Context: an optimization exercise on an open-source flow, tuned for small area and a short achievable clock period. The choices shown serve that exercise and are no tape-out recipe. RTL that was checked went through simulation tests only; none was proved equivalent to the original. Power is estimated from default activity; no workload was simulated.

## cordic_top
module cordic_top (
    input  logic clk,
    input  logic signed[15:0] angle,
    output logic signed[15:0] sin, cos
);
Size: ~49 I/O pins, roughly 7200 sq um of cells after synthesis.
clock: 3.3 ns
lec_check: 0
abc_area: 1
cap_margin: 20
core_margin: 2
core_utilization: 45
setup_slack_margin: 0.8
slew_margin: 20
run.sh (not shown) runs the stock make flow with config.mk's settings and CLKGATE_MAP_FILE= SYNTH_SCRIPT=/design/flow/synth_recipe.tcl, a recipe that flattens the netlist after the stock synthesis.
Then changed:
Settings changed: SETUP_SLACK_MARGIN 0.8 to 1.2.
Effect: The new run produced a clean layout. First-iteration DRC count went up by 16%. Sequential share of layout area decreases by 0.70 points. Combinational power increases by 4.3%. Critical path depth is lower by 2.
Then changed:
Settings changed: SETUP_SLACK_MARGIN 1.2 to 1.5.
The changed run went through all stages and came out clean.
Via count came out higher by 4.9%.
Total power climbs by 20%.
Synthesized area is unchanged.
Wire length came out higher by 9.5%.
Utilization rose by 8.5 points.
Maximum frequency stays flat.
Setup slack stays flat.
Then changed:
Settings changed: ABC_AREA 1 to unset, SETUP_SLACK_MARGIN 1.5 to unset.
- The changed run finished with timing, DRC and antenna clean
- setup slack gets worse by 0.69 ns
- worst hold slack stays flat
- utilization drops by 8.1 points
- wire length climbs by 1.3%
- final cell count goes down by 15%
- combinational power shrinks by 11%
- non-clock buffer count grows by 5
- power is lower by 7.4%
- first-iteration DRC count went up by 27%
Function was not checked in any run of this note: the RTL went through the layout flow alone.

========
Another version of the RTL of cordic_top (not shown whole).
For scale: about 7900 um2 of cells after synthesis.
export LEC_CHECK = 0
export ABC_AREA = 1
export CAP_MARGIN = 20
export CORE_MARGIN = 2
export CORE_UTILIZATION = 45
export CTS_BUF_LIST = sky130_fd_sc_hd__clkbuf_8
export SETUP_SLACK_MARGIN = 1.5
export SLEW_MARGIN = 20
create_clock -name core_clock -period 3.3 [get_ports {clk}]
standard.sh (not shown) runs the stock make flow with config.mk's settings and CLKGATE_MAP_FILE= SYNTH_SCRIPT=/design/flow/synth_recipe.tcl, a recipe that flattens the netlist after the stock synthesis.
==> flow/flow/run.sh <==
#!/bin/bash
# The standard layout (standard.sh: the standard flow's synthesis and ORFS flow, unchanged), except:
# - the port buffers ORFS puts on every input and output are plain buffers
#   (sky130_fd_sc_hd__buf_1) instead of the delay buffer buffer_ports picks by default;
# - clock tree synthesis gets ORFS's usual arguments plus -dont_use_dummy_load, so it
#   adds no load-only inverters to the clock tree.
set -euo pipefail
export BUFFER_PORTS_ARGS="-buffer_cell sky130_fd_sc_hd__buf_1"
export CTS_ARGS="-sink_clustering_enable -repair_clock_nets -buf_list sky130_fd_sc_hd__clkbuf_8 -dont_use_dummy_load"
bash standard.sh > standard.log 2>&1
Rerun with:
- PLACE_DENSITY: unset -> 0.8
- SETUP_SLACK_MARGIN: 1.5 -> 1.4
Synthesized cell count is unchanged.
Core utilization fell by 1.4 points.
Routed wire length fell by 4.5%.
Clock power stays flat.
Count of clock-buffer cells in the layout does not change.
Global-route usage fell by 0.92 points.
Via count fell by 0.58%.
Flip-flop and latch count stays the same.
Rerun with:
==> flow/run.sh (new file) <==
#!/bin/bash
# synth_recipe.tcl (not shown) runs the flow's synth.tcl, then flattens the netlist and writes it again
# the make line also repeats each setting of config.mk as NAME=value (left out here)
make -C /OpenROAD-flow-scripts/flow DESIGN_CONFIG=/design/flow/config.mk WORK_HOME=/design/flow/orfs CLKGATE_MAP_FILE= SYNTH_SCRIPT=/design/flow/synth_recipe.tcl finish
- PLACE_DENSITY: 0.8 -> unset
removed: flow/flow/run.sh
removed: flow/standard.sh
Sequential power drops slightly.
Routed wire length climbs by a few percent.
Worst setup slack gets better by 0.062 ns.
Count of clock-buffer cells in the layout is unchanged.
Global-route usage climbs by 1.1 points.
Cell area climbs by a few percent.
First-iteration DRC count climbs by a few percent.
Total power climbs slightly.
Rerun with:
==> flow/flow/run.sh (new file) <==
#!/bin/bash
# The standard layout (standard.sh: the standard flow's synthesis and ORFS flow, unchanged), except:
# - the port buffers ORFS puts on every input and output are plain buffers
#   (sky130_fd_sc_hd__buf_1) instead of the delay buffer buffer_ports picks by default;
# - clock tree synthesis gets ORFS's usual arguments plus -dont_use_dummy_load, so it
#   adds no load-only inverters to the clock tree.
set -euo pipefail
export BUFFER_PORTS_ARGS="-buffer_cell sky130_fd_sc_hd__buf_1"
export CTS_ARGS="-sink_clustering_enable -repair_clock_nets -buf_list sky130_fd_sc_hd__clkbuf_8 -dont_use_dummy_load"
bash standard.sh > standard.log 2>&1
==> flow/standard.sh (new file) <==
#!/bin/bash
# synth_recipe.tcl (not shown) runs the flow's synth.tcl, then flattens the netlist and writes it again
# the make line also repeats each setting of config.mk as NAME=value (left out here)
make -C /OpenROAD-flow-scripts/flow DESIGN_CONFIG=/design/flow/config.mk WORK_HOME=/design/flow/orfs CLKGATE_MAP_FILE= SYNTH_SCRIPT=/design/flow/synth_recipe.tcl "${@:-finish}"
removed: flow/run.sh
The new run finished with timing, DRC and antenna clean.
Clock power shrinks by 33%.
Worst setup slack loses 0.026 ns.
Combinational power shrinks by about 3%.
First-iteration DRC count barely changes.
Sequential cell count does not change.
Synthesized area stays the same.
Fmax shrinks by about 1.4%.
Routed wire length shrinks by 4.5%.
Cell area shrinks by 5.6%.
Hold slack loses 0.045 ns.
Cell count shrinks by about 2%.

========
== alpha ==
Another version of the RTL of cordic_top (not shown whole).
For scale: ~1000 cells after synthesis, roughly 170 flip-flops, ~7800 um2 of cells after synthesis.
## cordic_top
module cordic_top (
    input  logic clk,
    input  logic signed[15:0] angle,
    output logic signed[15:0] sin, cos
);
clock: 3.3 ns
lec_check: 0
abc_area: 1
cap_margin: 20
core_margin: 2
core_utilization: 45
cts_buf_list: sky130_fd_sc_hd__clkbuf_8
place_density: 0.8
setup_slack_margin: 1.4
slew_margin: 20
==> flow/flow/run.sh <==
#!/bin/bash
# The standard layout (standard.sh: the standard flow's synthesis and ORFS flow, unchanged), except:
# - the port buffers ORFS puts on every input and output are plain buffers
#   (sky130_fd_sc_hd__buf_1) instead of the delay buffer buffer_ports picks by default;
# - clock tree synthesis gets ORFS's usual arguments plus -dont_use_dummy_load, so it
#   adds no load-only inverters to the clock tree.
set -euo pipefail
export BUFFER_PORTS_ARGS="-buffer_cell sky130_fd_sc_hd__buf_1"
export CTS_ARGS="-sink_clustering_enable -repair_clock_nets -buf_list sky130_fd_sc_hd__clkbuf_8 -dont_use_dummy_load"
bash standard.sh > standard.log 2>&1
alpha finished every step from synthesis to the final layout, and the layout passed the timing, design-rule and antenna checks.
The following lists how beta was set up differently from alpha:
- swapping 1.4 for 1.2 in SETUP_SLACK_MARGIN
- clearing PLACE_DENSITY, which used to be 0.8
==> flow/flow/run.sh <==
#!/bin/bash
# The standard layout (standard.sh: the standard flow's synthesis and ORFS flow, unchanged), except:
# - the port buffers ORFS puts on every input and output are plain buffers
#   (sky130_fd_sc_hd__buf_2) instead of the delay buffer buffer_ports picks by default;
# - clock tree synthesis gets ORFS's usual arguments plus -dont_use_dummy_load, so it
#   adds no load-only inverters to the clock tree.
set -euo pipefail
export BUFFER_PORTS_ARGS="-buffer_cell sky130_fd_sc_hd__buf_2"
export CTS_ARGS="-sink_clustering_enable -repair_clock_nets -buf_list sky130_fd_sc_hd__clkbuf_8 -dont_use_dummy_load"
bash standard.sh > standard.log 2>&1
## What came out
- Compared with alpha, beta shows a higher hold slack.
- When beta is set beside alpha, its clock power share turns out to be 0.4 points larger.
- Average wire per cell in the routed design: alpha vs beta, no meaningful difference
- beta vs. alpha: fraction of the cycle the final worst path needs climbed 6.1 points, synthesized cell count barely changed, number of fill cells climbed 99.
- Against alpha, beta reports a via count that is lower.
- Going from alpha to beta, the post-detailed-route via-to-cell ratio was found to have gone up by 0.56%.
- beta — growth of design area from synthesis to finish 4.5 points lower, alpha as reference
Changes in gamma relative to beta:
- SETUP_SLACK_MARGIN changed from 1.2 to 1.4
==> flow/flow/run.sh <==
#!/bin/bash
# The standard layout (standard.sh: the standard flow's synthesis and ORFS flow, unchanged), except:
# - the port buffers ORFS puts on every input and output are plain buffers
#   (sky130_fd_sc_hd__buf_1) instead of the delay buffer buffer_ports picks by default;
# - clock tree synthesis gets ORFS's usual arguments plus -dont_use_dummy_load, so it
#   adds no load-only inverters to the clock tree.
set -euo pipefail
export BUFFER_PORTS_ARGS="-buffer_cell sky130_fd_sc_hd__buf_1"
export CTS_ARGS="-sink_clustering_enable -repair_clock_nets -buf_list sky130_fd_sc_hd__clkbuf_8 -dont_use_dummy_load -sink_buffer_max_cap_derate 0.03"
bash standard.sh > standard.log 2>&1
Notes after the runs:
- Per the final summary, beta finished and its layout is clean on timing, DRC and antenna.
- gamma: full flow OK, the timing, design-rule and antenna checks passed
- Between beta and gamma, detail-routed net length per standard cell is higher for gamma, beta comes in under that.
- When gamma is measured against beta, its signed area change from the synthesized netlist to the final layout turns out 4.9 points higher.
- gamma vs beta: routed wire length up by a few percent
- Lower sequential share of layout area was reported by gamma, not beta.
Input changes introduced in delta (baseline for comparison: gamma):
- SETUP_SLACK_MARGIN now 1.3, was 1.4
-- flow/flow/run.sh --
<<< gamma, line 7
set -euo pipefail
export BUFFER_PORTS_ARGS="-buffer_cell sky130_fd_sc_hd__buf_1"
export CTS_ARGS="-sink_clustering_enable -repair_clock_nets -buf_list sky130_fd_sc_hd__clkbuf_8 -dont_use_dummy_load -sink_buffer_max_cap_derate 0.03"
bash standard.sh > standard.log 2>&1
>>> delta, line 7
set -euo pipefail
export BUFFER_PORTS_ARGS="-buffer_cell sky130_fd_sc_hd__buf_1"
export CTS_ARGS="-sink_clustering_enable -repair_clock_nets -buf_list sky130_fd_sc_hd__clkbuf_8 -dont_use_dummy_load"
bash standard.sh > standard.log 2>&1
## What came out
delta reached the end of the flow, and the finished layout is clean on the timing, design-rule and antenna checks.
Cmp delta vs gamma: post-route minimum period higher in delta
delta vs. gamma: final area saw a decrease, met3 usage went up by 0.60 points.
For epsilon, these inputs were changed with respect to delta:
- changing SETUP_SLACK_MARGIN from 1.3 to 1.5
==> flow/run.sh (new file) <==
#!/bin/bash
# synth_recipe.tcl (not shown) runs the flow's synth.tcl, then flattens the netlist and writes it again
# the make line also repeats each setting of config.mk as NAME=value (left out here)
make -C /OpenROAD-flow-scripts/flow DESIGN_CONFIG=/design/flow/config.mk WORK_HOME=/design/flow/orfs CLKGATE_MAP_FILE= SYNTH_SCRIPT=/design/flow/synth_recipe.tcl finish
removed: flow/flow/run.sh
removed: flow/standard.sh
### Flow results
- epsilon vs. delta: measured slew at the worst slew-check pin went down by 0.15 ns, setup slack after layout saw an increase.
- Changes observed in epsilon relative to delta: number of remaining DRC errors comparable; global-route wire length before repair rose 5.1%.
- delta -> epsilon: area of all placed cells without fillers increased by more than 10%
- There was hardly any difference in total sequential power between delta and epsilon.
- In epsilon the non-clock buffering overhead in the final layout turned out 5.6 points higher than in delta.

==> port drivers added, routing unchanged <==
The flow's constraints put no driver on any port. The routed layouts listed below were extracted and timed again, unchanged, in two steps. Step 1 (the two cells are an assumption about what drives the block):
set clk [get_ports {clk}]
set_driving_cell -lib_cell sky130_fd_sc_hd__clkbuf_16 $clk
set_driving_cell -lib_cell sky130_fd_sc_hd__buf_2 [delete_from_list [all_inputs] $clk]
Step 2 adds t to the input delays and takes it off the output delays; t is the mean of the earliest and latest rising clock arrival at the registers after step 1. Input paths then give back, and output paths get back, about the clock's delay inside the block. a / b / c = ideal ports / drivers / drivers and shift; a / b = the first two.
| run | t (ns) | setup slack, ns | hold WS [ns] |
|---|---|---|---|
| the first run of note 1 | 0.464 | 0.903 / 0.903 / 0.722 | 0.320 / 0.320 / 0.320 |
| the second run of note 1 | 0.470 | 1.125 / 1.125 / 0.923 | 0.312 / 0.312 / 0.312 |
| the third run of note 1 | 0.476 | 1.128 / 1.128 / 1.108 | 0.323 / 0.323 / 0.323 |
| the fourth run of note 1 | 0.460 | 0.440 / 0.440 / 0.324 | 0.323 / 0.323 / 0.323 |
| the first run of note 2 | 0.489 | 1.410 / 1.410 / 1.410 | 0.281 / 0.263 / 0.321 |
| the second run of note 2 | 0.480 | 1.360 / 1.360 / 1.360 | 0.279 / 0.262 / 0.315 |
| the third run of note 2 | 0.502 | 1.421 / 1.421 / 1.421 | 0.326 / 0.326 / 0.326 |
| the fourth run of note 2 | 0.492 | 1.396 / 1.396 / 1.396 | 0.282 / 0.264 / 0.324 |
| alpha | 0.479 | 1.374 / 1.374 / 1.374 | 0.300 / 0.285 / 0.309 |
| beta | 0.477 | 1.172 / 1.172 / 1.172 | 0.304 / 0.281 / 0.307 |
| gamma | 0.475 | 1.401 / 1.401 / 1.401 | 0.289 / 0.273 / 0.319 |
| delta | 0.480 | 1.305 / 1.305 / 1.305 | 0.286 / 0.270 / 0.313 |
| epsilon | 0.500 | 1.435 / 1.435 / 1.435 | 0.332 / 0.332 / 0.332 |
After both steps every run listed still meets setup and hold. For the second run of note 1, which loses most, drivers alone change the setup slack by 0.000 ns; drivers and shift together by -0.202 ns.
